This is an optimization exercise on Yosys and OpenROAD, whose aim is a short achievable clock period and few clock cycles per item, not a production implementation. Function was checked by simulation only, so behaviour that the tests miss may differ from the original. Power and IR drop assume default switching activity.

`flow/run.sh`:
```
#!/bin/bash
# synth_recipe.tcl (not shown) runs the flow's synth.tcl, then flattens the netlist and writes it again
# the make line also repeats each setting of config.mk as NAME=value (left out here)
make -C /OpenROAD-flow-scripts/flow DESIGN_CONFIG=/design/flow/config.mk WORK_HOME=/design/flow/orfs CLKGATE_MAP_FILE= SYNTH_SCRIPT=/design/flow/synth_recipe.tcl finish
```
`flow/config.mk`:
```
export PLATFORM = sky130hd
export DESIGN_NAME = top
export DESIGN_NICKNAME = top
export VERILOG_FILES = /design/flow/design.v
export SDC_FILE = /design/flow/constraint.sdc
export NUM_CORES = 4
export LEC_CHECK = 0
export CAP_MARGIN = 20
export CORE_MARGIN = 2
export CORE_UTILIZATION = 40
export SLEW_MARGIN = 20
```
`flow/constraint.sdc`:
```
create_clock -name core_clock -period 10.0 [get_ports {clk}]
set_input_delay 2.0000 -clock core_clock [delete_from_list [all_inputs] [get_ports {clk}]]
set_output_delay 2.0000 -clock core_clock [all_outputs]
set_load 0.01 [all_outputs]
```
`flow/design.v`:
```
module regfile(
  input   wire    clk   ,
  input   wire    rstn  ,
  input   wire    [4:0]   index_rs1   ,
  input   wire    [4:0]   index_rs2   ,
  output  wire    [63:0]  gpr_data_rs1   ,
  output  wire    [63:0]  gpr_data_rs2   ,
  input   wire               wr_en    ,
  input   wire    [4:0]   index_rd    ,
  input   wire    [63:0]   data_rd    
);
  reg  [63:0]  gpr [31:0] ;
  integer i;
  always@(posedge clk) begin
    if(!rstn) begin
      for( i=0; i<32; i=i+1) begin
        gpr[i] <= 64'b0;
      end
    end
    else if( wr_en && (index_rd != 0) ) begin
      gpr[index_rd] <= data_rd;
    end
  end
  assign  gpr_data_rs1 = gpr[index_rs1];
  assign  gpr_data_rs2 = gpr[index_rs2];
endmodule
module imm_gen (
  input   wire  [31:0]  instr  ,
  input   wire          I_type ,
  input   wire          S_type ,
  input   wire          U_type ,
  input   wire          B_type ,
  input   wire          J_type ,
  output  wire  [63:0]  imm   
);
  assign imm = ( {64{I_type}} & { {53{instr[31]}},instr[30:20] } ) | 
               ( {64{S_type}} & { {53{instr[31]}},instr[30:25],instr[11:7] } ) |
               ( {64{B_type}} & { {52{instr[31]}},instr[7], instr[30:25],instr[11:8],1'b0 } ) |
               ( {64{U_type}} & { {33{instr[31]}},instr[30:12], 12'b0 } ) |
               ( {64{J_type}} & { {44{instr[31]}},instr[19:12], instr[20], instr[30:21], 1'b0 } ) ; 
endmodule
module decoder (
  input   wire    [31:0]  instr         ,
  output  wire            I_type        ,
  output  wire            S_type        ,
  output  wire            B_type        ,
  output  wire            U_type        ,
  output  wire            J_type        ,
  output  wire            need_rs1      ,
  output  wire            need_rs2      ,
  output  wire            add_pc_en     ,
  output  wire            add_rs1_en    ,
  output  wire            add_zero_en   ,
  output  wire            imm_en    ,
  output  wire            rs2_en    ,
  output  wire            addop_en      ,
  output  wire              iop_en      ,
  output  wire             iwop_en      ,
  output  wire              rop_en      ,
  output  wire             rwop_en      ,
  output  wire              mop_en      ,
  output  wire             mwop_en      ,
  output  wire              jal_en      ,
  output  wire             jalr_en      ,
  output  wire            branch_en     ,
  output  wire            load_en       ,
  output  wire            store_en      ,
  output  wire            wb_alu_en     ,
  output  wire            ebreak_en
);
  wire  [6:0]   opcode  =   instr[6:0]    ;
  wire  [2:0]   funct3  =   instr[14:12]  ;
  wire  [6:0]   funct7  =   instr[31:25]  ;
  wire  opcode1_0__11  = ( opcode[1:0]== 2'b11  ) ;
  wire  opcode4_2__000 = ( opcode[4:2]== 3'b000 ) ;
  wire  opcode4_2__001 = ( opcode[4:2]== 3'b001 ) ;
  wire  opcode4_2__010 = ( opcode[4:2]== 3'b010 ) ;
  wire  opcode4_2__011 = ( opcode[4:2]== 3'b011 ) ;
  wire  opcode4_2__100 = ( opcode[4:2]== 3'b100 ) ;
  wire  opcode4_2__101 = ( opcode[4:2]== 3'b101 ) ;
  wire  opcode4_2__110 = ( opcode[4:2]== 3'b110 ) ;
  wire  opcode4_2__111 = ( opcode[4:2]== 3'b111 ) ;
  wire  opcode6_5__00  = ( opcode[6:5]== 2'b00 ) ;
  wire  opcode6_5__01  = ( opcode[6:5]== 2'b01 ) ;
  wire  opcode6_5__10  = ( opcode[6:5]== 2'b10 ) ;
  wire  opcode6_5__11  = ( opcode[6:5]== 2'b11 ) ;
  wire       lui_en  = opcode6_5__01 & opcode4_2__101 & opcode1_0__11 ;
  wire     auipc_en  = opcode6_5__00 & opcode4_2__101 & opcode1_0__11 ;
assign       jal_en  = opcode6_5__11 & opcode4_2__011 & opcode1_0__11 ;
assign      jalr_en  = opcode6_5__11 & opcode4_2__001 & opcode1_0__11 ;
assign    branch_en  = opcode6_5__11 & opcode4_2__000 & opcode1_0__11 ;
assign      load_en  = opcode6_5__00 & opcode4_2__000 & opcode1_0__11 ;
assign     store_en  = opcode6_5__01 & opcode4_2__000 & opcode1_0__11 ;
  wire      addi_en  = opcode6_5__00 & opcode4_2__100 & opcode1_0__11 & ( funct3 == 3'b000 );
  wire       add_en  = opcode6_5__01 & opcode4_2__100 & opcode1_0__11 & ( funct3 == 3'b000 ) & ( funct7[5] == 1'b0 ) & ( funct7[0] == 1'b0 ) ;
assign       iop_en  = opcode6_5__00 & opcode4_2__100 & opcode1_0__11 & ( funct3 != 3'b000 );
assign       rop_en  = opcode6_5__01 & opcode4_2__100 & opcode1_0__11 & ( funct7[0] == 1'b0) & !add_en  ;
assign       mop_en  = opcode6_5__01 & opcode4_2__100 & opcode1_0__11 & ( funct7[0] == 1'b1);
assign      iwop_en  = opcode6_5__00 & opcode4_2__110 & opcode1_0__11 ;
assign      rwop_en  = opcode6_5__01 & opcode4_2__110 & opcode1_0__11 & ( funct7[0] == 1'b0 );
assign      mwop_en  = opcode6_5__01 & opcode4_2__110 & opcode1_0__11 & ( funct7[0] == 1'b1 );
assign    ebreak_en  = opcode6_5__11 & opcode4_2__100 & opcode1_0__11 & instr[20] & ( {instr[31:21], instr[19:7]} == 0 ) ;
assign  add_pc_en = auipc_en | jal_en | branch_en;
assign  add_rs1_en = jalr_en | load_en | store_en | addi_en | add_en;
assign  add_zero_en = lui_en ;
assign  imm_en = lui_en | auipc_en | jal_en  | jalr_en | branch_en | 
                load_en | store_en | addi_en | iop_en  | iwop_en   ;
assign  rs2_en = add_en | rop_en | rwop_en ;
assign addop_en = add_pc_en | add_rs1_en | add_zero_en ;
  wire     op_en =  rop_en |  iop_en ;
  wire    wop_en = rwop_en | iwop_en ;
  assign  wb_alu_en = lui_en  | auipc_en | addi_en |  add_en | 
                      iop_en  | rop_en   | mop_en  | iwop_en | 
                      rwop_en | mwop_en  ;
assign  need_rs1 = jalr_en | branch_en | load_en | store_en | addi_en | iop_en  |
                   add_en  | rop_en    | iwop_en | rwop_en  | mop_en  | mwop_en ;
assign  need_rs2 = branch_en | store_en | add_en  | rop_en | 
                     rwop_en | mop_en   | mwop_en ;
  assign  U_type = lui_en | auipc_en ;
  assign  J_type = jal_en ;
  assign  I_type = jalr_en | load_en | iop_en | iwop_en | addi_en ;
  assign  B_type = branch_en ;
  assign  S_type = store_en  ;
endmodule
module alu(
  input   wire              add_pc_en    ,
  input   wire              add_rs1_en   ,
  input   wire              add_zero_en  ,
  input   wire              imm_en       ,
  input   wire              rs2_en       ,
  input   wire    [63:0]    pc           ,
  input   wire    [63:0]    data_rs1     ,
  input   wire    [63:0]    imm          ,
  input   wire    [63:0]    data_rs2     ,
  input   wire              mop_en       ,
  input   wire             mwop_en       ,
  input   wire              iop_en       ,
  input   wire              rop_en       ,
  input   wire             iwop_en       ,
  input   wire             rwop_en       ,
  input   wire            addop_en       ,
  input   wire             funct7_5      ,
  input   wire    [2:0]    funct3        ,
  input   wire             branch_en     ,
  output  wire    [63:0]   alu_result    ,
  output  wire             br_result 
);
  wire  [31:0]  wdata_rs1 = data_rs1[31:0];
  wire  [31:0]  wdata_rs2 = data_rs2[31:0];
  wire  [63:0]  opdata_1;
  wire  [63:0]  opdata_2;
  wire  [31:0]  wopdata_2 = opdata_2[31:0] ;
  assign  opdata_1 =     ( { 64{add_rs1_en } } & data_rs1  ) |
                         ( { 64{add_pc_en  } } & pc        ) |
                         ( { 64{add_zero_en} } & 64'b0     ) ;
  assign  opdata_2 =     ( { 64{rs2_en } } & data_rs2  ) |
                         ( { 64{imm_en } } & imm       ) ;
  wire   funct3_000 = funct3 == 3'b000; 
  wire   funct3_001 = funct3 == 3'b001; 
  wire   funct3_010 = funct3 == 3'b010; 
  wire   funct3_011 = funct3 == 3'b011; 
  wire   funct3_100 = funct3 == 3'b100; 
  wire   funct3_101 = funct3 == 3'b101; 
  wire   funct3_110 = funct3 == 3'b110; 
  wire   funct3_111 = funct3 == 3'b111; 
  wire    [63:0]  sum = $signed(opdata_1) + $signed(opdata_2) ;
  wire   [63:0]  riop_sub  = (  $signed(data_rs1) - $signed(opdata_2)      )  ;
  wire   [63:0]  riop_sll  = (  data_rs1 <<    opdata_2[5:0]               )  ;
  wire   [63:0]  riop_slt  = (  { 63'b0, (  $signed(data_rs1) <    $signed(opdata_2)) }  )  ;
  wire   [63:0]  riop_sltu = (  { 63'b0, ($unsigned(data_rs1) <  $unsigned(opdata_2)) }  )  ;
  wire   [63:0]  riop_xor  = (  data_rs1 ^   opdata_2                      )  ;
  wire   [63:0]  riop_srl  = (  data_rs1 >>  opdata_2[5:0]                 )  ;
  wire   [63:0]  riop_sra  = (  $signed(data_rs1) >>> opdata_2[5:0]                 )  ;
  wire   [63:0]  riop_or   = (  data_rs1 | opdata_2                        )  ;
  wire   [63:0]  riop_and  = (  data_rs1 & opdata_2                        )  ;
  wire   [63:0]  riop_result = ( { 64{ funct3_000 } } &  riop_sub ) |
                               ( { 64{ funct3_001 } } &  riop_sll ) |
                               ( { 64{ funct3_010 } } &  riop_slt ) |
                               ( { 64{ funct3_011 } } &  riop_sltu) |
                               ( { 64{ funct3_100 } } &  riop_xor ) |
                               ( { 64{ funct3_101 & !funct7_5 } } &  riop_srl ) |
                               ( { 64{ funct3_101 &  funct7_5 } } &  riop_sra ) |
                               ( { 64{ funct3_110 } } &  riop_or  ) |
                               ( { 64{ funct3_111 } } &  riop_and ) ;
  wire   [31:0]  riwop_add  = ( $signed(wdata_rs1) + $signed(wopdata_2) ) ;
  wire   [31:0]  riwop_sub  = ( $signed(wdata_rs1) - $signed(wopdata_2) ) ;
  wire   [31:0]  riwop_sll  = ( wdata_rs1 <<  wopdata_2[4:0] ) ;
  wire   [31:0]  riwop_srl  = ( wdata_rs1 >>  wopdata_2[4:0] ) ;
  wire   [31:0]  riwop_sra  = ( $signed(wdata_rs1) >>> wopdata_2[4:0] ) ;
  wire  addiw_en = iwop_en & funct3_000 ;
  wire  addw_en  = rwop_en & funct3_000 & !funct7_5;
  wire  subw_en  = rwop_en & funct3_000 &  funct7_5;
  wire   [31:0]  riwop_result = ( { 32{ addiw_en | addw_en } } & riwop_add ) |
                                ( { 32{  subw_en } } & riwop_sub ) |
                                ( { 32{ funct3_001 } } & riwop_sll ) |
                                ( { 32{ funct3_101 & !funct7_5} } & riwop_srl ) |
                                ( { 32{ funct3_101 &  funct7_5} } & riwop_sra ) ;
  assign  alu_result =  ( {64{addop_en}} & sum ) | 
                        ( {64{  iop_en |  rop_en }} & riop_result ) | 
                        ( {64{ iwop_en | rwop_en }} & { {32{ riwop_result[31]}}, riwop_result } ) ;
  assign  br_result = ( funct3_000 & (   $signed(data_rs1) ==   $signed(data_rs2) ) ) |
                      ( funct3_001 & (   $signed(data_rs1) !=   $signed(data_rs2) ) ) |
                      ( funct3_100 & (   $signed(data_rs1) <    $signed(data_rs2) ) ) |
                      ( funct3_101 & (   $signed(data_rs1) >=   $signed(data_rs2) ) ) |
                      ( funct3_110 & ( $unsigned(data_rs1) <  $unsigned(data_rs2) ) ) |
                      ( funct3_111 & ( $unsigned(data_rs1) >= $unsigned(data_rs2) ) ) ;
endmodule
module memory(
  input   wire          load_en     ,
  input   wire          store_en    ,
  input   wire  [2:0]   funct3      ,
  input   wire  [63:0]  store_data  ,
  input   wire  [63:0]  address     ,
  output  wire  [63:0]  load_data   ,
  output  wire  [63:0]  mm_addr     ,
  output  wire  [63:0]  mm_wdata    ,
  output  wire  [3:0]   mm_wlen     ,
  output  wire          mm_wen      ,
  output  wire          mm_ren      ,
  input   wire  [63:0]  mm_rdata      
);
  wire    funct3_000  =  ( funct3 == 3'b000 ) ;
  wire    funct3_001  =  ( funct3 == 3'b001 ) ;
  wire    funct3_010  =  ( funct3 == 3'b010 ) ;
  wire    funct3_011  =  ( funct3 == 3'b011 ) ;
  wire    funct3_100  =  ( funct3 == 3'b100 ) ;
  wire    funct3_101  =  ( funct3 == 3'b101 ) ;
  wire    funct3_110  =  ( funct3 == 3'b110 ) ;
  wire    funct3_111  =  ( funct3 == 3'b111 ) ;
  wire  [63:0]  memory_rdata = mm_rdata ;
  assign  mm_wlen = ( {4{ funct3_000 }} & 4'd1 ) |   
                    ( {4{ funct3_001 }} & 4'd2 ) |   
                    ( {4{ funct3_010 }} & 4'd4 ) |   
                    ( {4{ funct3_011 }} & 4'd8 ) ;   
  assign  mm_addr  = address   ;
  assign  mm_wdata = store_data;
  assign  mm_wen   = store_en  ;
  assign  mm_ren   = load_en   ;
  assign  load_data = ( {64{ funct3_000 }} & { {56{memory_rdata[7] }},memory_rdata[7:0] } ) |    
                      ( {64{ funct3_001 }} & { {48{memory_rdata[15]}},memory_rdata[15:0]} ) |    
                      ( {64{ funct3_010 }} & { {32{memory_rdata[31]}},memory_rdata[31:0]} ) |    
                      ( {64{ funct3_011 }} &                          memory_rdata        ) |    
                      ( {64{ funct3_100 }} & { {56{          1'b0  }},memory_rdata[7:0] } ) |    
                      ( {64{ funct3_101 }} & { {48{          1'b0  }},memory_rdata[15:0]} ) |    
                      ( {64{ funct3_110 }} & { {32{          1'b0  }},memory_rdata[31:0]} ) ;    
endmodule
module hazard (
  input   wire    [4:0]  index_rs1       ,
  input   wire    [4:0]  index_rs2       ,
  input   wire    [4:0]  index_rd        ,
  input   wire           need_rs1        ,
  input   wire           need_rs2        ,
  input   wire           load_en         ,
  output  wire           hazard_nop      ,
  output  wire           hazard_stop        
);
  wire    hazard_rs1 = ( index_rd == index_rs1 ) & need_rs1 ;
  wire    hazard_rs2 = ( index_rd == index_rs2 ) & need_rs2 ;
  assign  hazard_nop  = load_en & ( hazard_rs1 | hazard_rs2 ) ;
  assign  hazard_stop = hazard_nop ;
endmodule
module flush (
  input   wire    jump_en   ,
  output  wire    flush_nop     
);
  assign  flush_nop = jump_en ;
endmodule
module forward(
  input   wire  [4:0]   idu_index_rs1   ,
  input   wire  [4:0]   idu_index_rs2   ,
  input   wire  [4:0]   exu_index_rd    ,
  input   wire  [4:0]   mmu_index_rd    ,
  input   wire  [63:0]  exu_alu_result  ,
  input   wire  [63:0]  mmu_wb_data     ,
  input   wire          exu_wb_en       ,
  input   wire          mmu_wb_en       ,
  output  wire          fwd_en_1          ,
  output  wire          fwd_en_2          ,
  output  wire  [63:0]  fwd_data_rs1     ,
  output  wire  [63:0]  fwd_data_rs2        
);
  wire   ex_forward_1 = exu_wb_en & ( exu_index_rd !=0 ) & ( exu_index_rd == idu_index_rs1 ) ;
  wire   ex_forward_2 = exu_wb_en & ( exu_index_rd !=0 ) & ( exu_index_rd == idu_index_rs2 ) ;
  wire   mm_forward_1 = mmu_wb_en & ( mmu_index_rd !=0 ) & !( exu_wb_en & ( exu_index_rd != 0 ) & ( exu_index_rd == idu_index_rs1 )) & ( mmu_index_rd == idu_index_rs1 ) ;
  wire   mm_forward_2 = mmu_wb_en & ( mmu_index_rd !=0 ) & !( exu_wb_en & ( exu_index_rd != 0 ) & ( exu_index_rd == idu_index_rs2 )) & ( mmu_index_rd == idu_index_rs2 ) ;
  assign fwd_en_1   = ex_forward_1 | mm_forward_1;
  assign fwd_data_rs1 = ex_forward_1 ? exu_alu_result :
                  ( mm_forward_1 ? mmu_wb_data : 64'b0 ) ;
  assign fwd_en_2   = ex_forward_2 | mm_forward_2;
  assign fwd_data_rs2 = ex_forward_2 ? exu_alu_result :
                  ( mm_forward_2 ? mmu_wb_data : 64'b0 ) ;
endmodule
module ifu(
  input   wire          clk              ,
  input   wire          rstn             ,
  input   wire          jump_en          ,
  input   wire  [63:0]  jump_pc          ,
  output  wire  [63:0]  snxt_pc          ,
  output  wire  [63:0]  dnxt_pc          ,
  output  reg   [63:0]    pc             ,
  input   wire  [31:0]    instr          ,
  output  reg   [63:0]    ifu_pc         ,
  output  reg   [31:0]    ifu_instr      ,
  output  reg   [63:0]    ifu_snxt_pc    ,
  output  reg             ifu_valid      ,
  input   wire            hazard_stop     ,
  input   wire            flush_nop
);
assign  snxt_pc = pc + 4;
assign  dnxt_pc = (jump_en) ? jump_pc : snxt_pc ;
always@(posedge clk) begin
  if(!rstn)
    pc <= 64'h80000000 ;
  else if( hazard_stop & ( !jump_en ) )
    pc <= pc ;
  else
    pc <= dnxt_pc;
end
always@(posedge clk) begin
  if(!rstn) begin
    ifu_pc          <= 64'b0;
    ifu_instr       <= 32'b0;
    ifu_snxt_pc     <= 64'b0;
    ifu_valid       <=  1'b0;
  end else if (flush_nop) begin
    ifu_pc          <= pc     ;
    ifu_instr       <= 32'h13 ;
    ifu_snxt_pc     <= snxt_pc;
    ifu_valid       <=  1'b0  ;
  end else if (hazard_stop) begin
    ifu_pc          <= ifu_pc   ;
    ifu_instr       <= ifu_instr;
    ifu_snxt_pc     <= ifu_snxt_pc;
    ifu_valid       <= ifu_valid  ;
  end else begin
    ifu_pc          <= pc     ;
    ifu_instr       <= instr  ;
    ifu_snxt_pc     <= snxt_pc;
    ifu_valid       <=  1'b1  ;
  end
end
endmodule
module idu(
  input   wire              clk     ,
  input   wire              rstn    ,
  input   wire              flush_nop        ,
  input   wire              hazard_nop       ,
  output  wire              need_rs1         ,
  output  wire              need_rs2         ,
  input   wire    [31:0]    ifu_instr        ,
  input   wire    [63:0]    ifu_pc           ,
  input   wire    [63:0]    ifu_snxt_pc      ,
  input   wire              ifu_valid        ,
  input   wire    [63:0]    mmu_wb_data      ,
  input   wire    [4:0]     mmu_index_rd     ,
  input   wire              mmu_wb_en        ,
  output  reg     [4:0]     idu_index_rs1    ,
  output  reg     [4:0]     idu_index_rs2    ,
  output  reg     [4:0]     idu_index_rd     ,
  output  reg     [31:0]    idu_instr        ,
  output  reg     [2:0]     idu_funct3       ,
  output  reg     [6:0]     idu_funct7       ,
  output  reg               idu_valid        ,
  output  reg     [63:0]    idu_snxt_pc      ,
  output  reg     [63:0]    idu_pc           ,
  output  reg     [63:0]    idu_data_rs1     ,
  output  reg     [63:0]    idu_imm          ,
  output  reg     [63:0]    idu_data_rs2     ,
  output  reg               idu_add_pc_en    ,
  output  reg               idu_add_rs1_en   ,
  output  reg               idu_add_zero_en  ,
  output  reg               idu_imm_en       ,
  output  reg               idu_rs2_en       ,
  output  reg               idu_addop_en     ,
  output  reg               idu_iop_en       ,
  output  reg               idu_rop_en       ,
  output  reg               idu_mop_en       ,
  output  reg               idu_iwop_en      ,
  output  reg               idu_rwop_en      ,
  output  reg               idu_mwop_en      ,
  output  reg               idu_jal_en       ,
  output  reg               idu_jalr_en      ,
  output  reg               idu_branch_en    ,
  output  reg               idu_load_en      ,
  output  reg               idu_store_en     ,
  output  reg               idu_wb_alu_en    ,
  output  reg               idu_ebreak_en      
);
wire  [4:0]   index_rs1 = ifu_instr[19:15];
wire  [4:0]   index_rs2 = ifu_instr[24:20];
wire  [4:0]   index_rd  = ifu_instr[11: 7];
wire  [63:0]  gpr_data_rs1 ;
wire  [63:0]  gpr_data_rs2 ;
wire  [63:0]  data_rs1 ;
wire  [63:0]  data_rs2 ;
wire  wbfwd_en1 = mmu_wb_en & ( mmu_index_rd == index_rs1 ) & ( mmu_index_rd != 0 );
wire  wbfwd_en2 = mmu_wb_en & ( mmu_index_rd == index_rs2 ) & ( mmu_index_rd != 0 );
regfile regfile_inst (
  .clk  ( clk  ) ,
  .rstn ( rstn ) ,
  .index_rs1 ( index_rs1 ) ,
  .index_rs2 ( index_rs2 ) ,
  .gpr_data_rs1  ( gpr_data_rs1 ) ,
  .gpr_data_rs2  ( gpr_data_rs2 ) ,
  .wr_en     ( mmu_wb_en    ) ,
  .index_rd  ( mmu_index_rd ) ,
  .data_rd   ( mmu_wb_data  ) 
);
assign  data_rs1 = wbfwd_en1 ? mmu_wb_data : gpr_data_rs1;
assign  data_rs2 = wbfwd_en2 ? mmu_wb_data : gpr_data_rs2;
wire            I_type        ;
wire            S_type        ;
wire            B_type        ;
wire            U_type        ;
wire            J_type        ;
wire            add_pc_en     ;
wire            add_rs1_en    ;
wire            add_zero_en   ;
wire            imm_en        ;
wire            rs2_en        ;
wire            addop_en      ;
wire              iop_en      ;
wire             iwop_en      ;
wire              rop_en      ;
wire             rwop_en      ;
wire              mop_en      ;
wire             mwop_en      ;
wire              jal_en      ;
wire             jalr_en      ;
wire            branch_en     ;
wire            load_en       ;
wire            store_en      ;
wire            wb_alu_en     ;
wire            ebreak_en     ; 
decoder decoder_inst (
  .instr        ( ifu_instr    ) ,
  .need_rs1     ( need_rs1         ) ,
  .need_rs2     ( need_rs2         ) ,
  .I_type       ( I_type       ) ,
  .S_type       ( S_type       ) ,
  .B_type       ( B_type       ) ,
  .U_type       ( U_type       ) ,
  .J_type       ( J_type       ) ,
  .add_pc_en    ( add_pc_en    ) ,
  .add_rs1_en   ( add_rs1_en   ) ,
  .add_zero_en  ( add_zero_en  ) ,
  .imm_en       ( imm_en       ) ,
  .rs2_en       ( rs2_en       ) ,
  .addop_en     ( addop_en     ) ,
  .  iop_en     (   iop_en     ) ,
  . iwop_en     (  iwop_en     ) ,
  .  rop_en     (   rop_en     ) ,
  . rwop_en     (  rwop_en     ) ,
  .  mop_en     (   mop_en     ) ,
  . mwop_en     (  mwop_en     ) ,
  .  jal_en     (   jal_en     ) ,
  . jalr_en     (  jalr_en     ) ,
  .branch_en    ( branch_en    ) ,
  .load_en      ( load_en      ) ,
  .store_en     ( store_en     ) ,
  .wb_alu_en    ( wb_alu_en    ) ,
  .ebreak_en    ( ebreak_en    )    
);
wire  [63:0]  imm;
imm_gen imm_gen_inst (
    .instr   ( ifu_instr   )  , 
    .I_type  ( I_type  )  , 
    .S_type  ( S_type  )  , 
    .U_type  ( U_type  )  , 
    .B_type  ( B_type  )  , 
    .J_type  ( J_type  )  , 
    .imm     ( imm     )
);
always@(posedge clk) begin
  if(!rstn) begin
      idu_index_rs1    <=  'b0 ; 
      idu_index_rs2    <=  'b0 ; 
      idu_index_rd     <=  'b0 ; 
      idu_instr        <=  'b0 ; 
      idu_funct3       <=  'b0 ; 
      idu_funct7       <=  'b0 ; 
      idu_valid        <=  'b0 ; 
      idu_snxt_pc      <=  'b0 ; 
      idu_pc           <=  'b0 ; 
      idu_data_rs1     <=  'b0 ; 
      idu_imm          <=  'b0 ; 
      idu_data_rs2     <=  'b0 ; 
      idu_add_pc_en    <=  'b0 ; 
      idu_add_rs1_en   <=  'b0 ; 
      idu_add_zero_en  <=  'b0 ; 
      idu_imm_en       <=  'b0 ; 
      idu_rs2_en       <=  'b0 ; 
      idu_addop_en     <=  'b0 ; 
      idu_iop_en       <=  'b0 ; 
      idu_rop_en       <=  'b0 ; 
      idu_mop_en       <=  'b0 ; 
      idu_iwop_en      <=  'b0 ; 
      idu_rwop_en      <=  'b0 ; 
      idu_mwop_en      <=  'b0 ; 
      idu_jal_en       <=  'b0 ; 
      idu_jalr_en      <=  'b0 ; 
      idu_branch_en    <=  'b0 ; 
      idu_load_en      <=  'b0 ; 
      idu_store_en     <=  'b0 ; 
      idu_wb_alu_en    <=  'b0 ; 
      idu_ebreak_en    <=  'b0 ; 
  end
  else if ( flush_nop | hazard_nop ) begin
      idu_index_rs1    <=  'b0 ; 
      idu_index_rs2    <=  'b0 ; 
      idu_index_rd     <=  'b0 ; 
      idu_instr        <=  'b0 ; 
      idu_funct3       <=  'b0 ; 
      idu_funct7       <=  'b0 ; 
      idu_valid        <=  'b0 ; 
      idu_snxt_pc      <=  'b0 ; 
      idu_pc           <=  'b0 ; 
      idu_data_rs1     <=  'b0 ; 
      idu_imm          <=  'b0 ; 
      idu_data_rs2     <=  'b0 ; 
      idu_add_pc_en    <=  'b0 ; 
      idu_add_rs1_en   <=  'b0 ; 
      idu_add_zero_en  <=  'b0 ; 
      idu_imm_en       <=  'b0 ; 
      idu_rs2_en       <=  'b0 ; 
      idu_addop_en     <=  'b0 ; 
      idu_iop_en       <=  'b0 ; 
      idu_rop_en       <=  'b0 ; 
      idu_mop_en       <=  'b0 ; 
      idu_iwop_en      <=  'b0 ; 
      idu_rwop_en      <=  'b0 ; 
      idu_mwop_en      <=  'b0 ; 
      idu_jal_en       <=  'b0 ; 
      idu_jalr_en      <=  'b0 ; 
      idu_branch_en    <=  'b0 ; 
      idu_load_en      <=  'b0 ; 
      idu_store_en     <=  'b0 ; 
      idu_wb_alu_en    <=  'b0 ; 
      idu_ebreak_en    <=  'b0 ; 
  end
  else begin
      idu_index_rs1    <= index_rs1         ; 
      idu_index_rs2    <= index_rs2         ; 
      idu_index_rd     <= index_rd          ; 
      idu_instr        <= ifu_instr         ; 
      idu_funct3       <= ifu_instr[14:12]  ; 
      idu_funct7       <= ifu_instr[31:25]  ; 
      idu_valid        <= ifu_valid         ; 
      idu_snxt_pc      <= ifu_snxt_pc       ; 
      idu_pc           <= ifu_pc            ; 
      idu_data_rs1     <= data_rs1          ; 
      idu_imm          <= imm               ; 
      idu_data_rs2     <= data_rs2         ; 
      idu_add_pc_en    <= add_pc_en         ; 
      idu_add_rs1_en   <= add_rs1_en        ; 
      idu_add_zero_en  <= add_zero_en       ; 
      idu_imm_en       <= imm_en            ; 
      idu_rs2_en       <= rs2_en            ; 
      idu_addop_en     <= addop_en          ; 
      idu_iop_en       <= iop_en            ; 
      idu_rop_en       <= rop_en            ; 
      idu_mop_en       <= mop_en            ; 
      idu_iwop_en      <= iwop_en           ; 
      idu_rwop_en      <= rwop_en           ; 
      idu_mwop_en      <= mwop_en           ; 
      idu_jal_en       <= jal_en            ; 
      idu_jalr_en      <= jalr_en           ; 
      idu_branch_en    <= branch_en         ; 
      idu_load_en      <= load_en           ; 
      idu_store_en     <= store_en          ; 
      idu_wb_alu_en    <= wb_alu_en         ; 
      idu_ebreak_en    <= ebreak_en         ; 
  end
end
endmodule
module exu(
  input   wire                   clk         ,
  input   wire                  rstn         ,
  input   wire             flush_nop         ,
  input   wire             fwd_en_1          ,
  input   wire             fwd_en_2          ,
  input   wire  [63:0]     fwd_data_rs1      ,
  input   wire  [63:0]     fwd_data_rs2      ,
  input   wire  [63:0]     idu_snxt_pc       ,
  input   wire  [63:0]     idu_pc            ,
  input   wire  [63:0]     idu_data_rs1      ,
  input   wire  [63:0]     idu_data_rs2      ,
  input   wire  [63:0]     idu_imm           ,
  input   wire             idu_add_pc_en     ,
  input   wire             idu_add_rs1_en    ,
  input   wire             idu_add_zero_en   ,
  input   wire             idu_imm_en        ,
  input   wire             idu_rs2_en        ,
  input   wire             idu_addop_en      ,
  input   wire             idu_iop_en        ,
  input   wire             idu_iwop_en       ,
  input   wire             idu_rop_en        ,
  input   wire             idu_rwop_en       ,
  input   wire             idu_mop_en        ,
  input   wire             idu_mwop_en       ,
  input   wire             idu_jal_en        ,
  input   wire             idu_jalr_en       ,
  input   wire             idu_branch_en     ,
  input   wire             idu_load_en       ,
  input   wire             idu_store_en      ,
  input   wire             idu_wb_alu_en     ,
  input   wire             idu_ebreak_en     ,
  input   wire  [4:0]      idu_index_rd      ,
  input   wire  [4:0]      idu_index_rs1     ,
  input   wire  [4:0]      idu_index_rs2     ,
  input   wire  [31:0]     idu_instr         ,
  input   wire             idu_valid         ,
  input   wire  [6:0]      idu_funct7        ,
  input   wire  [2:0]      idu_funct3        ,
  output  reg              exu_jal_en        ,
  output  reg              exu_jalr_en       ,
  output  reg              exu_branch_en     ,
  output  reg              exu_br_result     ,
  output  reg   [63:0]     exu_snxt_pc       ,
  output  reg   [63:0]     exu_alu_result    ,
  output  reg              exu_load_en       ,
  output  reg              exu_store_en      ,
  output  reg   [2:0]      exu_funct3        ,
  output  reg   [63:0]     exu_data_rs2      ,
  output  reg              exu_wb_alu_en     ,
  output  reg              exu_wb_spc_en     ,
  output  reg              exu_wb_en         ,
  output  reg              exu_ebreak_en     ,
  output  reg   [4:0]      exu_index_rd      ,
  output  reg   [63:0]     exu_pc            ,
  output  reg   [31:0]     exu_instr         ,
  output  reg              exu_valid            
);
  wire   wb_spc_en = idu_jal_en | idu_jalr_en ;
  wire   wb_en     = idu_wb_alu_en | wb_spc_en | idu_load_en ;
  wire  [63:0] data_rs1 =  fwd_en_1 ? fwd_data_rs1 : idu_data_rs1 ;
  wire  [63:0] data_rs2 =  fwd_en_2 ? fwd_data_rs2 : idu_data_rs2 ;
  wire  [63:0] alu_result ;
  wire          br_result ;
alu alu_inst(
  .add_pc_en    ( idu_add_pc_en    )  ,
  .add_rs1_en   ( idu_add_rs1_en   )  ,
  .add_zero_en  ( idu_add_zero_en  )  ,
  .imm_en       ( idu_imm_en       )  ,
  .rs2_en       ( idu_rs2_en       )  ,
  .pc           ( idu_pc           )  ,
  .data_rs1     ( data_rs1         )  ,
  .imm          ( idu_imm          )  ,
  .data_rs2     ( data_rs2         )  ,
  .mop_en       ( idu_mop_en       )  ,
  .mwop_en      ( idu_mwop_en      )  ,
  .iop_en       ( idu_iop_en       )  ,
  .rop_en       ( idu_rop_en       )  ,
  .iwop_en      ( idu_iwop_en      )  ,
  .rwop_en      ( idu_rwop_en      )  ,
  .addop_en     ( idu_addop_en     )  ,
  .funct7_5     ( idu_funct7[5]    )  ,
  .funct3       ( idu_funct3       )  ,
  .branch_en    ( idu_branch_en    )  ,
  .alu_result   ( alu_result       )  ,
  .br_result    ( br_result        )   
);
always@(posedge clk) begin
  if(!rstn) begin
     exu_jal_en      <=   'b0  ;      
     exu_jalr_en     <=   'b0  ;   
     exu_branch_en   <=   'b0  ;   
     exu_br_result   <=   'b0  ;   
     exu_snxt_pc     <=   'b0  ;   
     exu_alu_result  <=   'b0  ;   
     exu_load_en     <=   'b0  ;   
     exu_store_en    <=   'b0  ;   
     exu_funct3      <=   'b0  ;   
     exu_data_rs2    <=   'b0  ;   
     exu_wb_alu_en   <=   'b0  ;   
     exu_wb_spc_en   <=   'b0  ;   
     exu_wb_en       <=   'b0  ;   
     exu_ebreak_en   <=   'b0  ;   
     exu_index_rd    <=   'b0  ;   
     exu_pc          <=   'b0  ;   
     exu_instr       <=   'b0  ;   
     exu_valid       <=   'b0  ;   
  end else if (flush_nop) begin
     exu_jal_en      <=   'b0  ;      
     exu_jalr_en     <=   'b0  ;   
     exu_branch_en   <=   'b0  ;   
     exu_br_result   <=   'b0  ;   
     exu_snxt_pc     <=   'b0  ;   
     exu_alu_result  <=   'b0  ;   
     exu_load_en     <=   'b0  ;   
     exu_store_en    <=   'b0  ;   
     exu_funct3      <=   'b0  ;   
     exu_data_rs2    <=   'b0  ;   
     exu_wb_alu_en   <=   'b0  ;   
     exu_wb_spc_en   <=   'b0  ;   
     exu_wb_en       <=   'b0  ;   
     exu_ebreak_en   <=   'b0  ;   
     exu_index_rd    <=   'b0  ;   
     exu_pc          <=   'b0  ;   
     exu_instr       <=   'b0  ;   
     exu_valid       <=   'b0  ;   
  end else begin
     exu_jal_en      <=   idu_jal_en      ;      
     exu_jalr_en     <=   idu_jalr_en     ;   
     exu_branch_en   <=   idu_branch_en   ;   
     exu_br_result   <=   br_result       ;   
     exu_snxt_pc     <=   idu_snxt_pc     ;   
     exu_alu_result  <=   alu_result      ;   
     exu_load_en     <=   idu_load_en     ;   
     exu_store_en    <=   idu_store_en    ;   
     exu_funct3      <=   idu_funct3      ;   
     exu_data_rs2    <=   data_rs2        ;   
     exu_wb_alu_en   <=   idu_wb_alu_en   ;   
     exu_wb_spc_en   <=   wb_spc_en       ;   
     exu_wb_en       <=   wb_en           ;   
     exu_ebreak_en   <=   idu_ebreak_en   ;   
     exu_index_rd    <=   idu_index_rd    ;   
     exu_pc          <=   idu_pc          ;   
     exu_instr       <=   idu_instr       ;   
     exu_valid       <=   idu_valid       ;   
  end
end
endmodule
module mmu(
  input   wire            clk                 ,
  input   wire            rstn                ,
  input   wire            exu_jal_en          ,
  input   wire            exu_jalr_en         ,
  input   wire            exu_branch_en       ,
  input   wire            exu_br_result       ,
  input   wire    [63:0]  exu_snxt_pc         ,
  input   wire    [63:0]  exu_alu_result      ,
  input   wire            exu_load_en         ,
  input   wire            exu_store_en        ,
  input   wire    [2:0]   exu_funct3          ,
  input   wire    [63:0]  exu_data_rs2        ,
  input   wire            exu_wb_alu_en       ,
  input   wire            exu_wb_spc_en       ,
  input   wire            exu_wb_en           ,
  input   wire            exu_ebreak_en       ,
  input   wire    [4:0]   exu_index_rd        ,
  input   wire    [63:0]  exu_pc              ,
  input   wire    [31:0]  exu_instr           ,
  input   wire            exu_valid           ,
  output  wire            jump_en             ,
  output  wire    [63:0]  jump_pc             ,
  output  reg     [4:0]   mmu_index_rd        ,
  output  reg             mmu_wb_en           ,
  output  wire    [63:0]  mmu_wb_data         ,
  output  reg             mmu_valid           ,
  output  reg             mmu_ebreak_en       ,
  output  reg     [63:0]  mmu_pc              ,
  output  reg     [31:0]  mmu_instr           ,
  output  wire    [63:0]  mm_addr             , 
  output  wire    [63:0]  mm_wdata            , 
  output  wire    [3:0]   mm_wlen             , 
  output  wire            mm_wen              , 
  output  wire            mm_ren              , 
  input   wire    [63:0]  mm_rdata            
);
  assign  jump_en = exu_jal_en | exu_jalr_en | ( exu_branch_en & exu_br_result ) ;
  assign  jump_pc = exu_alu_result;
  wire  [63:0]     address = exu_alu_result ;
  wire  [63:0]  store_data = exu_data_rs2   ;
  wire  [63:0]  load_data ;
memory memory_inst(
  .load_en     ( exu_load_en     )  ,
  .store_en    ( exu_store_en    )  ,
  .funct3      ( exu_funct3      )  ,
  .store_data  (     store_data  )  ,
  .address     (     address     )  ,
  .load_data   (     load_data   )  ,
  .mm_addr     ( mm_addr         )  ,
  .mm_wdata    ( mm_wdata        )  ,
  .mm_wlen     ( mm_wlen         )  ,
  .mm_wen      ( mm_wen          )  ,
  .mm_ren      ( mm_ren          )  ,
  .mm_rdata    ( mm_rdata        )    
);
  reg     [63:0]  mmu_alu_result      ;
  reg     [63:0]  mmu_snxt_pc         ;
  reg     [63:0]  mmu_load_data       ;
  reg       mmu_wb_alu_en       ;
  reg       mmu_wb_spc_en       ;
  reg       mmu_load_en         ;
  always@(posedge clk) begin
    if(!rstn) begin
       mmu_alu_result    <=   'b0 ;  
       mmu_snxt_pc       <=   'b0 ; 
       mmu_load_data     <=   'b0 ; 
       mmu_wb_alu_en     <=   'b0 ; 
       mmu_wb_spc_en     <=   'b0 ; 
       mmu_load_en       <=   'b0 ; 
       mmu_index_rd      <=   'b0 ;
       mmu_wb_en         <=   'b0 ;
       mmu_valid         <=   'b0 ;
       mmu_ebreak_en     <=   'b0 ;
       mmu_pc            <=   'b0 ;
       mmu_instr         <=   'b0 ;
    end else begin
       mmu_alu_result    <=   exu_alu_result  ;  
       mmu_snxt_pc       <=   exu_snxt_pc     ; 
       mmu_load_data     <=   load_data   ; 
       mmu_wb_alu_en     <=   exu_wb_alu_en   ; 
       mmu_wb_spc_en     <=   exu_wb_spc_en   ; 
       mmu_load_en       <=   exu_load_en     ; 
       mmu_index_rd      <=   exu_index_rd    ;
       mmu_wb_en         <=   exu_wb_en       ;
       mmu_valid         <=   exu_valid       ;
       mmu_ebreak_en     <=   exu_ebreak_en   ;
       mmu_pc            <=   exu_pc          ;
       mmu_instr         <=   exu_instr       ;
    end
  end 
  assign  mmu_wb_data = ( {64{ mmu_wb_alu_en }} &  mmu_alu_result ) | 
                        ( {64{ mmu_wb_spc_en }} &  mmu_snxt_pc    ) |
                        ( {64{ mmu_load_en   }} &  mmu_load_data  ) ;
endmodule
module top(
  input wire    clk   ,
  input wire    rstn  ,
  output  wire  [63:0]    pc        ,
  input   wire  [31:0]    instr     ,
  output  reg             this_ebreak ,
  output  reg             this_valid,
  output  reg   [63:0]    this_pc   ,
  output  reg   [31:0]    this_instr,
  output  wire  [63:0]    mm_addr,
  output  wire  [63:0]    mm_wdata,
  output  wire  [3:0]     mm_wlen,
  output  wire            mm_wen,
  output  wire            mm_ren,
  input   wire  [63:0]    mm_rdata
);
wire            jump_en          ; 
wire  [63:0]    jump_pc          ; 
wire  [63:0]    ifu_pc           ; 
wire  [31:0]    ifu_instr        ; 
wire  [63:0]    ifu_snxt_pc      ; 
wire            ifu_valid        ; 
wire  [63:0]    snxt_pc          ; 
wire  [63:0]    dnxt_pc          ; 
wire            hazard_stop      ; 
wire            flush_nop        ;       
ifu ifu_inst(
  .clk         ( clk          )   ,
  .rstn        ( rstn         )   ,
  .jump_en     ( jump_en      )   ,
  .jump_pc     ( jump_pc      )   ,
  .snxt_pc     ( snxt_pc      )   ,
  .dnxt_pc     ( dnxt_pc      )   ,
  .pc          ( pc           )   ,
  .instr       ( instr        )   ,
  .ifu_pc      ( ifu_pc       )   ,
  .ifu_instr   ( ifu_instr    )   ,
  .ifu_snxt_pc ( ifu_snxt_pc  )   ,
  .ifu_valid   ( ifu_valid    )   ,
  .hazard_stop ( hazard_stop  )   ,
  .flush_nop   ( flush_nop    )      
);
wire              hazard_nop       ; 
wire              need_rs1         ;
wire              need_rs2         ;
wire    [63:0]    mmu_wb_data      ; 
wire    [4:0]     mmu_index_rd     ; 
wire              mmu_wb_en        ; 
wire    [4:0]     idu_index_rs1    ; 
wire    [4:0]     idu_index_rs2    ; 
wire    [4:0]     idu_index_rd     ; 
wire    [31:0]    idu_instr        ; 
wire    [2:0]     idu_funct3       ; 
wire    [6:0]     idu_funct7       ; 
wire              idu_valid        ; 
wire    [63:0]    idu_snxt_pc      ; 
wire    [63:0]    idu_pc           ; 
wire    [63:0]    idu_data_rs1     ; 
wire    [63:0]    idu_imm          ; 
wire    [63:0]    idu_data_rs2    ; 
wire              idu_add_pc_en    ; 
wire              idu_add_rs1_en   ; 
wire              idu_add_zero_en  ; 
wire              idu_imm_en       ; 
wire              idu_rs2_en       ; 
wire              idu_addop_en     ; 
wire              idu_iop_en       ; 
wire              idu_rop_en       ; 
wire              idu_mop_en       ; 
wire              idu_iwop_en      ; 
wire              idu_rwop_en      ; 
wire              idu_mwop_en      ; 
wire              idu_jal_en       ; 
wire              idu_jalr_en      ; 
wire              idu_branch_en    ; 
wire              idu_load_en      ; 
wire              idu_store_en     ; 
wire              idu_wb_alu_en    ; 
wire              idu_ebreak_en    ; 
idu idu_inst(
  .clk              ( clk              ) ,
  .rstn             ( rstn             ) ,
  .flush_nop        ( flush_nop        ) ,
  .hazard_nop       ( hazard_nop       ) ,
  .need_rs1         ( need_rs1         ) ,
  .need_rs2         ( need_rs2         ) ,
  .ifu_instr        ( ifu_instr        ) ,
  .ifu_pc           ( ifu_pc           ) ,
  .ifu_snxt_pc      ( ifu_snxt_pc      ) ,
  .ifu_valid        ( ifu_valid        ) ,
  .mmu_wb_data      ( mmu_wb_data      ) ,
  .mmu_index_rd     ( mmu_index_rd     ) ,
  .mmu_wb_en        ( mmu_wb_en        ) ,
  .idu_index_rs1    ( idu_index_rs1    ) ,
  .idu_index_rs2    ( idu_index_rs2    ) ,
  .idu_index_rd     ( idu_index_rd     ) ,
  .idu_instr        ( idu_instr        ) ,
  .idu_funct3       ( idu_funct3       ) ,
  .idu_funct7       ( idu_funct7       ) ,
  .idu_snxt_pc      ( idu_snxt_pc      ) ,
  .idu_pc           ( idu_pc           ) ,
  .idu_data_rs1     ( idu_data_rs1     ) ,
  .idu_imm          ( idu_imm          ) ,
  .idu_data_rs2     ( idu_data_rs2     ) ,
  .idu_add_pc_en    ( idu_add_pc_en    ) ,
  .idu_add_rs1_en   ( idu_add_rs1_en   ) ,
  .idu_add_zero_en  ( idu_add_zero_en  ) ,
  .idu_imm_en       ( idu_imm_en       ) ,
  .idu_rs2_en       ( idu_rs2_en       ) ,
  .idu_addop_en     ( idu_addop_en     ) ,
  .idu_iop_en       ( idu_iop_en       ) ,
  .idu_rop_en       ( idu_rop_en       ) ,
  .idu_mop_en       ( idu_mop_en       ) ,
  .idu_iwop_en      ( idu_iwop_en      ) ,
  .idu_rwop_en      ( idu_rwop_en      ) ,
  .idu_mwop_en      ( idu_mwop_en      ) ,
  .idu_jal_en       ( idu_jal_en       ) ,
  .idu_jalr_en      ( idu_jalr_en      ) ,
  .idu_branch_en    ( idu_branch_en    ) ,
  .idu_load_en      ( idu_load_en      ) ,
  .idu_store_en     ( idu_store_en     ) ,
  .idu_wb_alu_en    ( idu_wb_alu_en    ) ,
  .idu_ebreak_en    ( idu_ebreak_en    ) ,
  .idu_valid        ( idu_valid        ) 
);
wire             fwd_en_1         ; 
wire             fwd_en_2         ; 
wire  [63:0]     fwd_data_rs1     ; 
wire  [63:0]     fwd_data_rs2     ; 
wire             exu_jal_en       ; 
wire             exu_jalr_en      ; 
wire             exu_branch_en    ; 
wire             exu_br_result    ; 
wire  [63:0]     exu_snxt_pc      ; 
reg   [63:0]     exu_alu_result   ; 
reg              exu_load_en      ; 
reg              exu_store_en     ; 
reg   [2:0]      exu_funct3       ; 
reg   [63:0]     exu_data_rs2     ; 
reg              exu_wb_alu_en    ; 
reg              exu_wb_spc_en    ; 
reg              exu_wb_en        ; 
reg              exu_ebreak_en    ; 
reg   [4:0]      exu_index_rd     ; 
reg   [63:0]     exu_pc           ; 
reg   [31:0]     exu_instr        ; 
reg              exu_valid        ; 
exu exu_inst(
  .      clk        (       clk        )  ,
  .     rstn        (      rstn        )  ,
  .flush_nop        ( flush_nop        )  ,
  .fwd_en_1         ( fwd_en_1         )  ,
  .fwd_en_2         ( fwd_en_2         )  ,
  .fwd_data_rs1     ( fwd_data_rs1     )  ,
  .fwd_data_rs2     ( fwd_data_rs2     )  ,
  .idu_snxt_pc      ( idu_snxt_pc      )  ,
  .idu_pc           ( idu_pc           )  ,
  .idu_data_rs1     ( idu_data_rs1     )  ,
  .idu_data_rs2     ( idu_data_rs2     )  ,
  .idu_imm          ( idu_imm          )  ,
  .idu_add_pc_en    ( idu_add_pc_en    )  ,
  .idu_add_rs1_en   ( idu_add_rs1_en   )  ,
  .idu_add_zero_en  ( idu_add_zero_en  )  ,
  .idu_imm_en       ( idu_imm_en       )  ,
  .idu_rs2_en       ( idu_rs2_en       )  ,
  .idu_addop_en     ( idu_addop_en     )  ,
  .idu_iop_en       ( idu_iop_en       )  ,
  .idu_iwop_en      ( idu_iwop_en      )  ,
  .idu_rop_en       ( idu_rop_en       )  ,
  .idu_rwop_en      ( idu_rwop_en      )  ,
  .idu_mop_en       ( idu_mop_en       )  ,
  .idu_mwop_en      ( idu_mwop_en      )  ,
  .idu_jal_en       ( idu_jal_en       )  ,
  .idu_jalr_en      ( idu_jalr_en      )  ,
  .idu_branch_en    ( idu_branch_en    )  ,
  .idu_load_en      ( idu_load_en      )  ,
  .idu_store_en     ( idu_store_en     )  ,
  .idu_wb_alu_en    ( idu_wb_alu_en    )  ,
  .idu_ebreak_en    ( idu_ebreak_en    )  ,
  .idu_index_rd     ( idu_index_rd     )  ,
  .idu_index_rs1    ( idu_index_rs1    )  ,
  .idu_index_rs2    ( idu_index_rs2    )  ,
  .idu_instr        ( idu_instr        )  ,
  .idu_valid        ( idu_valid        )  ,
  .idu_funct7       ( idu_funct7       )  ,
  .idu_funct3       ( idu_funct3       )  ,
  .exu_jal_en       ( exu_jal_en       )  ,
  .exu_jalr_en      ( exu_jalr_en      )  ,
  .exu_branch_en    ( exu_branch_en    )  ,
  .exu_br_result    ( exu_br_result    )  ,
  .exu_snxt_pc      ( exu_snxt_pc      )  ,
  .exu_alu_result   ( exu_alu_result   )  ,
  .exu_load_en      ( exu_load_en      )  ,
  .exu_store_en     ( exu_store_en     )  ,
  .exu_funct3       ( exu_funct3       )  ,
  .exu_data_rs2     ( exu_data_rs2     )  ,
  .exu_wb_alu_en    ( exu_wb_alu_en    )  ,
  .exu_wb_spc_en    ( exu_wb_spc_en    )  ,
  .exu_wb_en        ( exu_wb_en        )  ,
  .exu_ebreak_en    ( exu_ebreak_en    )  ,
  .exu_index_rd     ( exu_index_rd     )  ,
  .exu_pc           ( exu_pc           )  ,
  .exu_instr        ( exu_instr        )  ,
  .exu_valid        ( exu_valid        )    
);
wire            mmu_valid          ; 
wire            mmu_ebreak_en      ; 
wire    [63:0]  mmu_pc             ; 
wire    [31:0]  mmu_instr          ; 
mmu mmu_inst(
  .clk                ( clk                ) ,
  .rstn               ( rstn               ) ,
  .exu_jal_en         ( exu_jal_en         ) ,
  .exu_jalr_en        ( exu_jalr_en        ) ,
  .exu_branch_en      ( exu_branch_en      ) ,
  .exu_br_result      ( exu_br_result      ) ,
  .exu_snxt_pc        ( exu_snxt_pc        ) ,
  .exu_alu_result     ( exu_alu_result     ) ,
  .exu_load_en        ( exu_load_en        ) ,
  .exu_store_en       ( exu_store_en       ) ,
  .exu_funct3         ( exu_funct3         ) ,
  .exu_data_rs2       ( exu_data_rs2       ) ,
  .exu_wb_spc_en      ( exu_wb_spc_en      ) ,
  .exu_wb_alu_en      ( exu_wb_alu_en      ) ,
  .exu_wb_en          ( exu_wb_en          ) ,
  .exu_ebreak_en      ( exu_ebreak_en      ) ,
  .exu_index_rd       ( exu_index_rd       ) ,
  .exu_pc             ( exu_pc             ) ,
  .exu_instr          ( exu_instr          ) ,
  .exu_valid          ( exu_valid          ) ,
  .jump_en            ( jump_en            ) ,
  .jump_pc            ( jump_pc            ) ,
  .mmu_index_rd       ( mmu_index_rd       ) ,
  .mmu_wb_en          ( mmu_wb_en          ) ,
  .mmu_wb_data        ( mmu_wb_data        ) ,
  .mmu_valid          ( mmu_valid          ) ,
  .mmu_ebreak_en      ( mmu_ebreak_en      ) ,
  .mmu_pc             ( mmu_pc             ) ,
  .mmu_instr          ( mmu_instr          ) ,
  .mm_addr            ( mm_addr            ) , 
  .mm_wdata           ( mm_wdata           ) , 
  .mm_wlen            ( mm_wlen            ) , 
  .mm_wen             ( mm_wen             ) , 
  .mm_ren             ( mm_ren             ) , 
  .mm_rdata           ( mm_rdata           ) 
);
  always@(posedge clk) begin
    if(!rstn) begin
      this_valid <=  1'b0;
      this_pc    <= 64'b0;
      this_instr <= 32'b0;
      this_ebreak<=  1'b0;
    end
    else begin
      this_valid   <= mmu_valid     ;
      this_pc      <= mmu_pc        ;
      this_instr   <= mmu_instr     ;
      this_ebreak  <= mmu_ebreak_en ;
    end
  end
hazard hazard_inst(
  .index_rs1      ( ifu_instr[19:15] ) ,
  .index_rs2      ( ifu_instr[24:20] ) ,
  .index_rd       ( idu_index_rd     ) ,
  .load_en        ( idu_load_en      ) ,
  .need_rs1       ( need_rs1         ) ,
  .need_rs2       ( need_rs2         ) ,
  .hazard_nop     ( hazard_nop       ) ,
  .hazard_stop    ( hazard_stop      )
);
flush flush_inst(
  .jump_en    ( jump_en    )  ,
  .flush_nop  ( flush_nop  )  
);
forward  forward_inst(
  .idu_index_rs1   ( idu_index_rs1   )  ,
  .idu_index_rs2   ( idu_index_rs2   )  ,
  .exu_index_rd    ( exu_index_rd    )  ,
  .mmu_index_rd    ( mmu_index_rd    )  ,
  .exu_alu_result  ( exu_alu_result  )  ,
  .mmu_wb_data     ( mmu_wb_data     )  ,
  .exu_wb_en       ( exu_wb_en       )  ,
  .mmu_wb_en       ( mmu_wb_en       )  ,
  .fwd_en_1        ( fwd_en_1        )  ,
  .fwd_en_2        ( fwd_en_2        )  ,
  .fwd_data_rs1    ( fwd_data_rs1    )  ,
  .fwd_data_rs2    ( fwd_data_rs2    )    
);
endmodule
```
==> results_dict.tcl <==
set metrics [dict create \
    status "no timing/DRC/antenna violations" \
    grt_pass1_wl_um 1120000 \
    ys_types 103 \
    clkTransAtPathRegs_ns 0.07 \
    endpoint_kind "register" \
    path_class "register to register" \
    hp-class "register to register" \
    r2r-end "exu_inst.exu_alu_result[44]" \
    area_growth_pct 13.0 \
    drive_gt1_share_pct 18.0 \
    ys_ff_latch 3293 \
    p_per_area_nw_per_um2 168 \
    drtPass1Iterations 9 \
    dp_hpwl_um 558000 \
    ys_top_cells_by_area "edfxtp_1, mux4_2, dfxtp_1" \
    period_needed_ns 8.72 \
    cts-root-buf "clkbuf_16" \
    timing.final.ws_setup_ns 1.28 \
    clock_sinks 3293 \
    max-cap-violations 0 \
    dp_slack_ns 1.65 \
    r2r_start "exu_inst.exu_instr[7]" \
    grt_pass1_vias 130000 \
    ys_warn_count 6 \
    cp_data_arrival_time_ns 9.57 \
    setup-violations-final 0 \
    p_switching_mw 8.77 \
    clockBufferDepth 4 \
    ir_worst_vdd_uv 145 \
    cp_cell_sequence "xor2_1 > nor2_2 > nand3_2 > nand2_1 > o221a_2 > ha_1 > o21ai_0 > a21oi_1 > o32ai_1 > buf_4 > o221ai_1 > a21oi_1 > o31ai_1 > buf_4 > a211oi_1 > xnor2_1 > a222oi_1 > a21o_1 > nor2_8 > or4_1" \
    min_path_cells 1 \
    power_mw 32.6 \
    grt-ovfl-total 0 \
    grtUsageTotal_pct 37.6 \
    start_util_pct 40.2 \
    syn_area_per_cell_um2 11.5 \
    p_comb_share_pct 12.6 \
    worst_pin_slew_ns 1.37 \
    swShare_pct 26.9 \
    syn-cell-area_um2 171000 \
    synthCells 14900 \
    power_frac_clock_pct 41.5 \
    max_freq_mhz 115 \
    worstRegToRegCells 20 \
    gp_congestion 1.05 \
    p_int_mw 23.8 \
    core_um2 427000 \
    io-pin-count 394 \
    max_stage_delay_ns 0.89 \
    synth_edf_count 2048 \
    clkLatencyLatePin_ns 1.04 \
    worst-path-max-fanout 27 \
    routedWlPerCell_um 40.1 \
    tns_ns 0 \
    ys.flop_type "edfxtp_1" \
    crit_path_top_delay_cell "a21o_1" \
    whs_ns 0.419 \
    maxSlewHeadroom_pct 7.89 \
    multi_input_area_um2 79100 \
    cts_tree "done" \
    min_to "this_pc[30]" \
    synth_top_area_cell "edfxtp_1" \
    htreeDepth 5 \
    synthArstFlopShare_pct 0 \
    synthTopCellsByCount "nor2_1, edfxtp_1, mux4_2, dfxtp_1, clkbuf_1" \
    start_kind "register" \
    leakagePower_nw 68.9 \
    fin_worst_skew_ns 0.0811 \
    remaining_drc_errors 0 \
    seqPwrFrac_pct 45.9 \
    post-route-period-util_pct 87.2 \
    min-delay-start "mmu_inst.mmu_pc[30]" \
    antenna_found_initial 124 \
    cts_resized 0 \
    cts_hold_buf 0 \
    cts_buffers 360 \
    rsz0062_at_grt "no" \
    ys_seq_area_share_pct 50.4 \
    die_w_um 659 \
    final_net_count 15200 \
    register_area_um2 86500 \
    port_buffers 393 \
    drv_slew 0 \
    grt_max_degree 212 \
    crit_start "exu_inst.exu_instr[7]" \
    cts_setup_buffers 0 \
    yosysTopAreaCellShare_pct 35.9 \
    vias 137000 \
    die_h_um 659 \
    n_fill_cell 39000 \
    die-area_um2 434000 \
    ant_nets 0 \
    r2r_slack_ns 1.28 \
    hold_violations 0 \
    wl_um 836000 \
    rows 240 \
    via_per_inst 6.57 \
    drt_iter0_markers 22200 \
    cp_data_required_time_ns 10.85 \
    synth_most_common_cell "nor2_1" \
]
## per-layer routing
metal | wire length, um | GRT usage [%]
met1 | 288000 | 45.4
met2 | 366000 | 56.4
met3 | 104000 | 11.6
met4 | 76500 | 29.0
met5 | 496 | 0
## cells by family after synthesis
logic type / synth area share [%]
and+or+nand+nor: 12.9
DFF: 50.4
AOI/OAI and AO/OA: 9.25
buffers and inverters: 4.10
muxes: 19.6
adders and majority gates: 2.38
xor gates and xnor gates: 1.41
other: 0.00219
## state kept, by name (all words and copies together), names as in the netlist, 32 cells and up
name and count:
exu_inst.exu_alu_result 64, exu_inst.exu_data_rs2 64, exu_inst.exu_instr 32, exu_inst.exu_pc 64
exu_inst.exu_snxt_pc 62, idu_inst.idu_data_rs1 64, idu_inst.idu_data_rs2 64, idu_inst.idu_imm 32
idu_inst.idu_pc 64, idu_inst.idu_snxt_pc 62, idu_inst.regfile_inst.gpr 2048, ifu_inst.ifu_instr 32
ifu_inst.ifu_pc 62, ifu_inst.ifu_snxt_pc 64, ifu_inst.pc 64, mmu_inst.mmu_alu_result 64
mmu_inst.mmu_instr 32, mmu_inst.mmu_load_data 64, mmu_inst.mmu_pc 62, mmu_inst.mmu_snxt_pc 64
this_instr 32, this_pc 64
## layout by cell type (no fill, tap or decap), drive strengths merged, types with 68 or more instances in the layout
cell | synthesis | routed
a211oi | 209 | 209
a21o | 118 | 118
a21oi | 665 | 665
a22o | 97 | 97
and2 | 344 | 344
and3 | 368 | 368
buf | 400 | 487
clkbuf | 1089 | 480
clkdlybuf4s50 | 0 | 392
clkinv | 3 | 125
dfxtp | 1245 | 1245
diode | 0 | 88
edfxtp | 2048 | 2048
ha | 321 | 321
inv | 311 | 330
mux2 | 149 | 149
mux2i | 303 | 303
mux4 | 1281 | 1281
nand2 | 943 | 943
nand3 | 124 | 124
nand4 | 68 | 68
nor2 | 2894 | 2894
nor3 | 145 | 145
o211ai | 132 | 132
o21ai | 511 | 511
o22ai | 68 | 68
xnor2 | 156 | 156
xor2 | 120 | 120
## critical path: cells and delay by family (launching register included)
kind | cells | cell delay (ns)
AND/OR/NAND/NOR | 5 | 2.94
adder cells (fa/ha/maj) | 1 | 0.34
buffers and inverters | 2 | 0.46
flip-flops | 1 | 0.47
AO/OA/AOI/OAI | 10 | 4.02
XOR/XNOR | 2 | 0.32
## final cells by class
type | instances | share of cell area (%)
Multi-Input combinational cell | 9906 | 40.8
Timing Repair Buffer | 879 | 4.06
Clock buffer | 480 | 5.20
Antenna cell | 88 | 0.114
Inverter | 314 | 0.617
Sequential cell | 3293 | 44.6
Clock inverter | 172 | 0.894
Tap cell | 5687 | 3.67
## per-stage QoR
step,cells,instance area [um^2],utilization (%)
3_5_place_dp,20100,182000,42.6
3_3_place_gp,20100,182000,42.6
6_report,20800,194000,45.4
5_1_grt,20800,194000,45.4
4_1_cts,20700,194000,45.3
2_1_floorplan,15000,172000,-
## worst max path at each step
stage                     depth (start not counted)  slack (ns)                          end
after floorplan                                  25        3.25  exu_inst.exu_alu_result[44]
after detailed placement                         23        1.65   exu_inst.exu_alu_result[0]
final                                            20        1.28  exu_inst.exu_alu_result[44]
after CTS                                        20        1.63  exu_inst.exu_alu_result[44]
after global routing                             21        1.19  exu_inst.exu_alu_result[44]
after global placement                           20        1.71  exu_inst.exu_alu_result[44]
## power by group through the flow
stage                     registers, mW  clock network, mW  logic, mW
after floorplan                    15.1                  0       2.31
after global placement             15.2                  0       3.95
after detailed placement           15.2                  0       3.94
after CTS                          15.0               13.6       3.95
after global routing               15.0               14.1       4.19
final                              15.0               13.6       4.10
Testbench counts, summed over its fixed seeds: cycles 76,007, instrs 58,905.

-- afterwards: timing with drivers on the ports --
In the flow no input, the clock included, has a driving cell. The finished layout below was timed again as built, in two steps. Step 1: set_driving_cell puts a clkbuf_16 on clk and a buf_2 on each other input, an assumption about the parent block. Step 2 adds t to the input delays and takes it off the output delays; t is the mean of the earliest and latest rising clock arrival at the registers after step 1. Input paths then give back, and output paths get back, about the clock's delay inside the block. Three values: ideal ports, drivers, drivers and shift; two values: the first two.
t (ns): 1.125
slack for setup (ns): 1.283 / 1.283 / 1.283
clock arrival spread, ns: 0.087 / 0.088
slew at the worst register clock pin (ns): 0.07 / 0.07
worst slew at a driven data input, ns: 0.13
After both steps setup and hold are still met in this run. For this run, drivers alone change the setup slack by 0.000 ns; drivers and shift together by 0.000 ns.
